Source: an optimization exercise on an open RTL-to-GDS flow (aim: small area and a short achievable clock period). Production flows keep margins and buffers that such runs may drop.
Where RTL was checked, it was by simulation tests only, not by an equivalence proof against the original.

==> run a <==
// square_extractor
module square_extractor #(
	parameter WIDTH = 32
)(
	input clk,     
	input rst_n,   
	input din_valid,
	input [2 * WIDTH - 1:0]radicand,
	output dout_valid,
	output [WIDTH - 1:0]dout,
	output [2 * WIDTH - 1:0]remainder
);
	wire [2:0] qn3;
	wire [3:0] r3;
	wire [2:0] q3_t;
	wire [5:0] sq3_t;
	assign q3_t = (radicand[63:58] >= 6'd49) ? 3'd7 : (radicand[63:58] >= 6'd36) ? 3'd6 : (radicand[63:58] >= 6'd25) ? 3'd5 : (radicand[63:58] >= 6'd16) ? 3'd4 : (radicand[63:58] >= 6'd9) ? 3'd3 : (radicand[63:58] >= 6'd4) ? 3'd2 : (radicand[63:58] >= 6'd1) ? 3'd1 : 3'd0;
	assign sq3_t = (radicand[63:58] >= 6'd49) ? 6'd49 : (radicand[63:58] >= 6'd36) ? 6'd36 : (radicand[63:58] >= 6'd25) ? 6'd25 : (radicand[63:58] >= 6'd16) ? 6'd16 : (radicand[63:58] >= 6'd9) ? 6'd9 : (radicand[63:58] >= 6'd4) ? 6'd4 : (radicand[63:58] >= 6'd1) ? 6'd1 : 6'd0;
	assign qn3 = ~q3_t;
	wire [5:0] r3_t = radicand[63:58] - sq3_t;
	assign r3 = r3_t[3:0];
	wire [57:0] x3 = radicand[57:0];
	reg v_s0;
	reg [2:0] qn_s0;
	reg [3:0] r_s0;
	reg [57:0] x_s0;
	always @(posedge clk or negedge rst_n)
		if (!rst_n) v_s0 <= 1'b0;
		else v_s0 <= din_valid;
	always @(posedge clk) begin qn_s0 <= qn3; r_s0 <= r3; x_s0 <= x3; end
	wire [4:0] qn5;
	wire [5:0] r5;
	square_row4_3 u_step3 (.r(r_s0), .qn(qn_s0), .b(x_s0[57:54]), .nr(r5), .nqn(qn5));
  ...
Settings: LEC_CHECK=0, ABC_AREA=1, CAP_MARGIN=10, CORE_MARGIN=2, CORE_UTILIZATION=40, CTS_CLUSTER_DIAMETER=200, CTS_CLUSTER_SIZE=20, SETUP_SLACK_MARGIN=3.1, SLEW_MARGIN=10; clock period 5.5 ns.
standard.sh (not shown) runs the stock make flow with config.mk's settings and CLKGATE_MAP_FILE= SYNTH_SCRIPT=/design/flow/synth_recipe.tcl, a recipe that flattens the netlist after the stock synthesis.
==> flow/flow/run.sh <==
#!/bin/bash
# Own flow: the standard layout (standard.sh, all steps unchanged), except
# that synthesis skips Yosys's extract_fa step and maps the combinational
# logic with flow/abc.script (ORFS's abc_area.script); see flow/synth.tcl.
# Each step's full output goes to a log file of its own in this folder.
set -euo pipefail
W=$(pwd)
export OWN_WORK=$W
export OWN_ABC_SCRIPT=$W/flow/abc.script
for step in synth floorplan place cts route finish; do
  bash standard.sh SYNTH_SCRIPT=$W/flow/synth.tcl $step > $W/$step.log 2>&1
done
==> flow/flow/abc.script <==
strash
dch
map -B 0.9
topo
stime -c
buffer -c
upsize -c
dnsize -c
==> flow/flow/synth.tcl <==
# The standard flow's synthesis script (synth_recipe.tcl in the work folder), without
# Yosys's extract_fa step (ORFS's mapping of full and half adders onto the
# library's fa/ha cells) and with Yosys's abc pass run on flow/abc.script.
# Only the mapping of the combinational logic changes; the flip-flops and
# their names are the standard synthesis's.
proc extract_fa {args} { puts "own flow: extract_fa skipped" }
proc abc {args} {
  set i [lsearch $args -script]
  lset args [expr {$i + 1}] $::env(OWN_ABC_SCRIPT)
  puts "own flow: abc $args"
  yosys abc {*}$args
}
source $::env(OWN_WORK)/synth_recipe.tcl
==> run b: changes against run a <==
==> flow/config.mk (replaced) <==
export PLATFORM = sky130hd
export DESIGN_NAME = square_extractor
export DESIGN_NICKNAME = square_extractor
export VERILOG_FILES = /design/flow/design.v
export SDC_FILE = /design/flow/constraint.sdc
export NUM_CORES = 8
export LEC_CHECK = 0
export ABC_AREA = 1
export CAP_MARGIN = 20
export CORE_MARGIN = 2
export CORE_UTILIZATION = 40
export CTS_CLUSTER_DIAMETER = 200
export CTS_CLUSTER_SIZE = 20
export GPL_ROUTABILITY_DRIVEN = 0
export SETUP_SLACK_MARGIN = 3.1
export SLEW_MARGIN = 20
==> run c: changes against run a <==
--- a/flow/design.v
+++ b/flow/design.v
@@ -3440,18 +3440,18 @@
 	always @(posedge clk or negedge rst_n)
 		if (!rst_n) v_s20 <= 1'b0;
 		else v_s20 <= v_s19;
 	always @(posedge clk) begin qn_s20 <= qn31; r_s20 <= r31; x_s20 <= x31; end
 	wire [31:0] qn32;
 	wire [32:0] r32;
 	square_row31 u_step31 (.r(r_s20), .qn(qn_s20), .b(x_s20[1:0]), .nr(r32), .nqn(qn32));
 	reg v_s21;
-	reg [31:0] qn_s21;
+	reg [31:0] q_s21;
 	reg [32:0] r_s21;
 	always @(posedge clk or negedge rst_n)
 		if (!rst_n) v_s21 <= 1'b0;
 		else v_s21 <= v_s20;
-	always @(posedge clk) begin qn_s21 <= qn32; r_s21 <= r32; end
+	always @(posedge clk) begin q_s21 <= ~qn32; r_s21 <= r32; end
 	assign dout_valid = v_s21;
-	assign dout = ~qn_s21;
+	assign dout = q_s21;
 	assign remainder = {31'b0, r_s21};
 endmodule
==> flow/config.mk (replaced) <==
export PLATFORM = sky130hd
export DESIGN_NAME = square_extractor
export DESIGN_NICKNAME = square_extractor
export VERILOG_FILES = /design/flow/design.v
export SDC_FILE = /design/flow/constraint.sdc
export NUM_CORES = 8
export LEC_CHECK = 0
export ABC_AREA = 1
export CAP_MARGIN = 20
export CORE_MARGIN = 2
export CORE_UTILIZATION = 40
export CTS_CLUSTER_DIAMETER = 200
export CTS_CLUSTER_SIZE = 20
export SETUP_SLACK_MARGIN = 3.1
export SLEW_MARGIN = 20
==> results.ini <==
[die]
dieArea_um2 = 163700

[logic_synthesis]
synth_area_per_cell_um2 = 7.172

[setup_path]
reg2reg_depth = 17
cp.required_ns = 6.13

[routing]
detail_route.wl_per_cell_um = 14.72

[outcome]
status = finished clean

[finish]
multi_input_area_um2 = 33530

-- figures above: run b

==> results.ini <==
[outcome]
status = finished clean

[logic_synthesis]
synth_area_per_cell_um2 = 7.094

[setup_path]
reg2reg_depth = 13
cp.required_ns = 6.08

[die]
dieArea_um2 = 162500

[routing]
detail_route.wl_per_cell_um = 15.15

-- figures above: run c

==> results.ini <==
[setup_path]
cp.required_ns = 6.17
reg2reg_depth = 16

[routing]
detail_route.wl_per_cell_um = 14.89

[die]
dieArea_um2 = 163700

[finish]
multi_input_area_um2 = 33500

[logic_synthesis]
synth_area_per_cell_um2 = 7.172

[outcome]
status = finished clean

-- figures above: run a

No functional check of the RTL was part of run c.

* * *

==> run C: inputs <==
square_extractor, a different RTL version from the one above (not shown whole).
## square_extractor
module square_extractor #(
	parameter WIDTH = 32
)(
	input clk,     
	input rst_n,   
	input din_valid,
	input [2 * WIDTH - 1:0]radicand,
	output dout_valid,
	output [WIDTH - 1:0]dout,
	output [2 * WIDTH - 1:0]remainder
);
	wire [2:0] qn3;
	wire [3:0] r3;
	wire [2:0] q3_t;
	wire [5:0] sq3_t;
	assign q3_t = (radicand[63:58] >= 6'd49) ? 3'd7 : (radicand[63:58] >= 6'd36) ? 3'd6 : (radicand[63:58] >= 6'd25) ? 3'd5 : (radicand[63:58] >= 6'd16) ? 3'd4 : (radicand[63:58] >= 6'd9) ? 3'd3 : (radicand[63:58] >= 6'd4) ? 3'd2 : (radicand[63:58] >= 6'd1) ? 3'd1 : 3'd0;
	assign sq3_t = (radicand[63:58] >= 6'd49) ? 6'd49 : (radicand[63:58] >= 6'd36) ? 6'd36 : (radicand[63:58] >= 6'd25) ? 6'd25 : (radicand[63:58] >= 6'd16) ? 6'd16 : (radicand[63:58] >= 6'd9) ? 6'd9 : (radicand[63:58] >= 6'd4) ? 6'd4 : (radicand[63:58] >= 6'd1) ? 6'd1 : 6'd0;
	assign qn3 = ~q3_t;
	wire [5:0] r3_t = radicand[63:58] - sq3_t;
	assign r3 = r3_t[3:0];
	wire [57:0] x3 = radicand[57:0];
	reg v_s0;
	reg [2:0] qn_s0;
	reg [3:0] r_s0;
	reg [57:0] x_s0;
	always @(posedge clk or negedge rst_n)
		if (!rst_n) v_s0 <= 1'b0;
		else v_s0 <= din_valid;
	always @(posedge clk) begin qn_s0 <= qn3; r_s0 <= r3; x_s0 <= x3; end
	wire [4:0] qn5;
	wire [5:0] r5;
	square_cell4 #(.J(3)) u_step3 (.r(r_s0), .qn(qn_s0), .b(x_s0[57:54]), .nr(r5), .nqn(qn5));
	wire [53:0] x5 = x_s0[53:0];
	reg v_s1;
	reg [4:0] qn_s1;
	reg [5:0] r_s1;
	reg [53:0] x_s1;
	always @(posedge clk or negedge rst_n)
		if (!rst_n) v_s1 <= 1'b0;
		else v_s1 <= v_s0;
	always @(posedge clk) begin qn_s1 <= qn5; r_s1 <= r5; x_s1 <= x5; end
	wire [6:0] qn7;
	wire [7:0] r7;
	square_cell4 #(.J(5)) u_step5 (.r(r_s1), .qn(qn_s1), .b(x_s1[53:50]), .nr(r7), .nqn(qn7));
	wire [49:0] x7 = x_s1[49:0];
	reg v_s2;
	reg [6:0] qn_s2;
	reg [7:0] r_s2;
	reg [49:0] x_s2;
	always @(posedge clk or negedge rst_n)
		if (!rst_n) v_s2 <= 1'b0;
		else v_s2 <= v_s1;
	always @(posedge clk) begin qn_s2 <= qn7; r_s2 <= r7; x_s2 <= x7; end
	wire [8:0] qn9;
	wire [9:0] r9;
  ...
Settings: LEC_CHECK=0, ABC_AREA=1, CAP_MARGIN=20, CORE_MARGIN=2, CORE_UTILIZATION=40, CTS_CLUSTER_DIAMETER=200, CTS_CLUSTER_SIZE=20, SETUP_SLACK_MARGIN=3.05, SLEW_MARGIN=20; clock period 5.5 ns.
==> flow/flow/run.sh <==
#!/bin/bash
# Own flow: the standard layout (standard.sh), except that synthesis maps
# the combinational logic with flow/abc.script (see flow/synth.tcl).  Each
# step's full output goes to a log file of its own in this folder.
set -euo pipefail
W=$(pwd)
export OWN_WORK=$W
export OWN_ABC_SCRIPT=$W/flow/abc.script
for step in synth floorplan place cts route finish; do
  bash standard.sh SYNTH_SCRIPT=$W/flow/synth.tcl $step > $W/$step.log 2>&1
done
Scripts as last shown in full above: flow/flow/abc.script, flow/flow/synth.tcl
==> run X: changes against run C <==
Settings changed: CTS_CLUSTER_DIAMETER 200 to 250, CTS_CLUSTER_SIZE 20 to 25.
==> metrics.md <==
| Metric | Value |
|---|---|
| Total met2 wirelength after detailed routing | 104 mm |
| Tmin final | 2.41 ns |
| Share of layout cells above drive strength 1 | 6.54% |
| Skew final | 0.0555 ns |
| Post-Route WL | 230 mm |
| Post-CTS setup buffers | 7 |
| Final WS setup | 3.09 ns |
| All-Layer GR Usage | 22.6% |
| Vias per cell | 4.95 |
| WP data arrival | 3.02 ns |
| Outcome | complete, no violations |
| NumNets Final | 11.7k |
(the above is from run X)
==> metrics.md <==
| Metric | Value |
|---|---|
| Outcome | complete, no violations |
| Post-CTS setup buffers | 6 |
| Vias per cell | 4.96 |
| Skew final | 0.0454 ns |
| Post-Route WL | 231 mm |
| Share of layout cells above drive strength 1 | 6.80% |
| Final WS setup | 3.10 ns |
| WP data arrival | 3.03 ns |
| All-Layer GR Usage | 22.6% |
| Total met2 wirelength after detailed routing | 104 mm |
(the above is from run C)
No run of this note included a check of the RTL's function; only the layout flow was run.

port drivers added, routing unchanged:
Ports are ideal in the flow. The routed layouts listed here were re-timed in OpenROAD. Step 1 (the two cells are an assumption about what drives the block):
set clk [get_ports {clk}]
set_driving_cell -lib_cell sky130_fd_sc_hd__clkbuf_16 $clk
set_driving_cell -lib_cell sky130_fd_sc_hd__buf_2 [delete_from_list [all_inputs] $clk]
Step 2 adds t to the input delays and takes it off the output delays; t is the mean of the earliest and latest rising clock arrival at the registers after step 1. Input paths then give back, and output paths get back, about the clock's delay inside the block. a / b / c = ideal ports / drivers / drivers and shift; a / b = the first two.
| run | t, ns | slack for setup (ns) | worst hold slack (ns) | worst slew at a driven data input, ns |
|---|---|---|---|---|
| run a of note 1 | 0.798 | 3.159 / 3.079 / 2.643 | 0.275 / 0.275 / 0.275 | 0.06 |
| run b of note 1 | 0.780 | 3.156 / 3.090 / 2.550 | 0.306 / 0.306 / 0.306 | 0.06 |
| run c of note 1 | 0.790 | 3.115 / 3.102 / 2.597 | 0.287 / 0.287 / 0.287 | 0.05 |
| run C of note 2 | 0.827 | 3.102 / 3.043 / 2.473 | 0.299 / 0.237 / 0.300 | 0.12 |
| run X of note 2 | 0.814 | 3.090 / 3.043 / 2.477 | 0.300 / 0.244 / 0.300 | 0.12 |
After both steps setup and hold are still met in every run listed. For run C of note 2, which loses most, drivers alone change the setup slack by -0.059 ns; drivers and shift together by -0.629 ns.
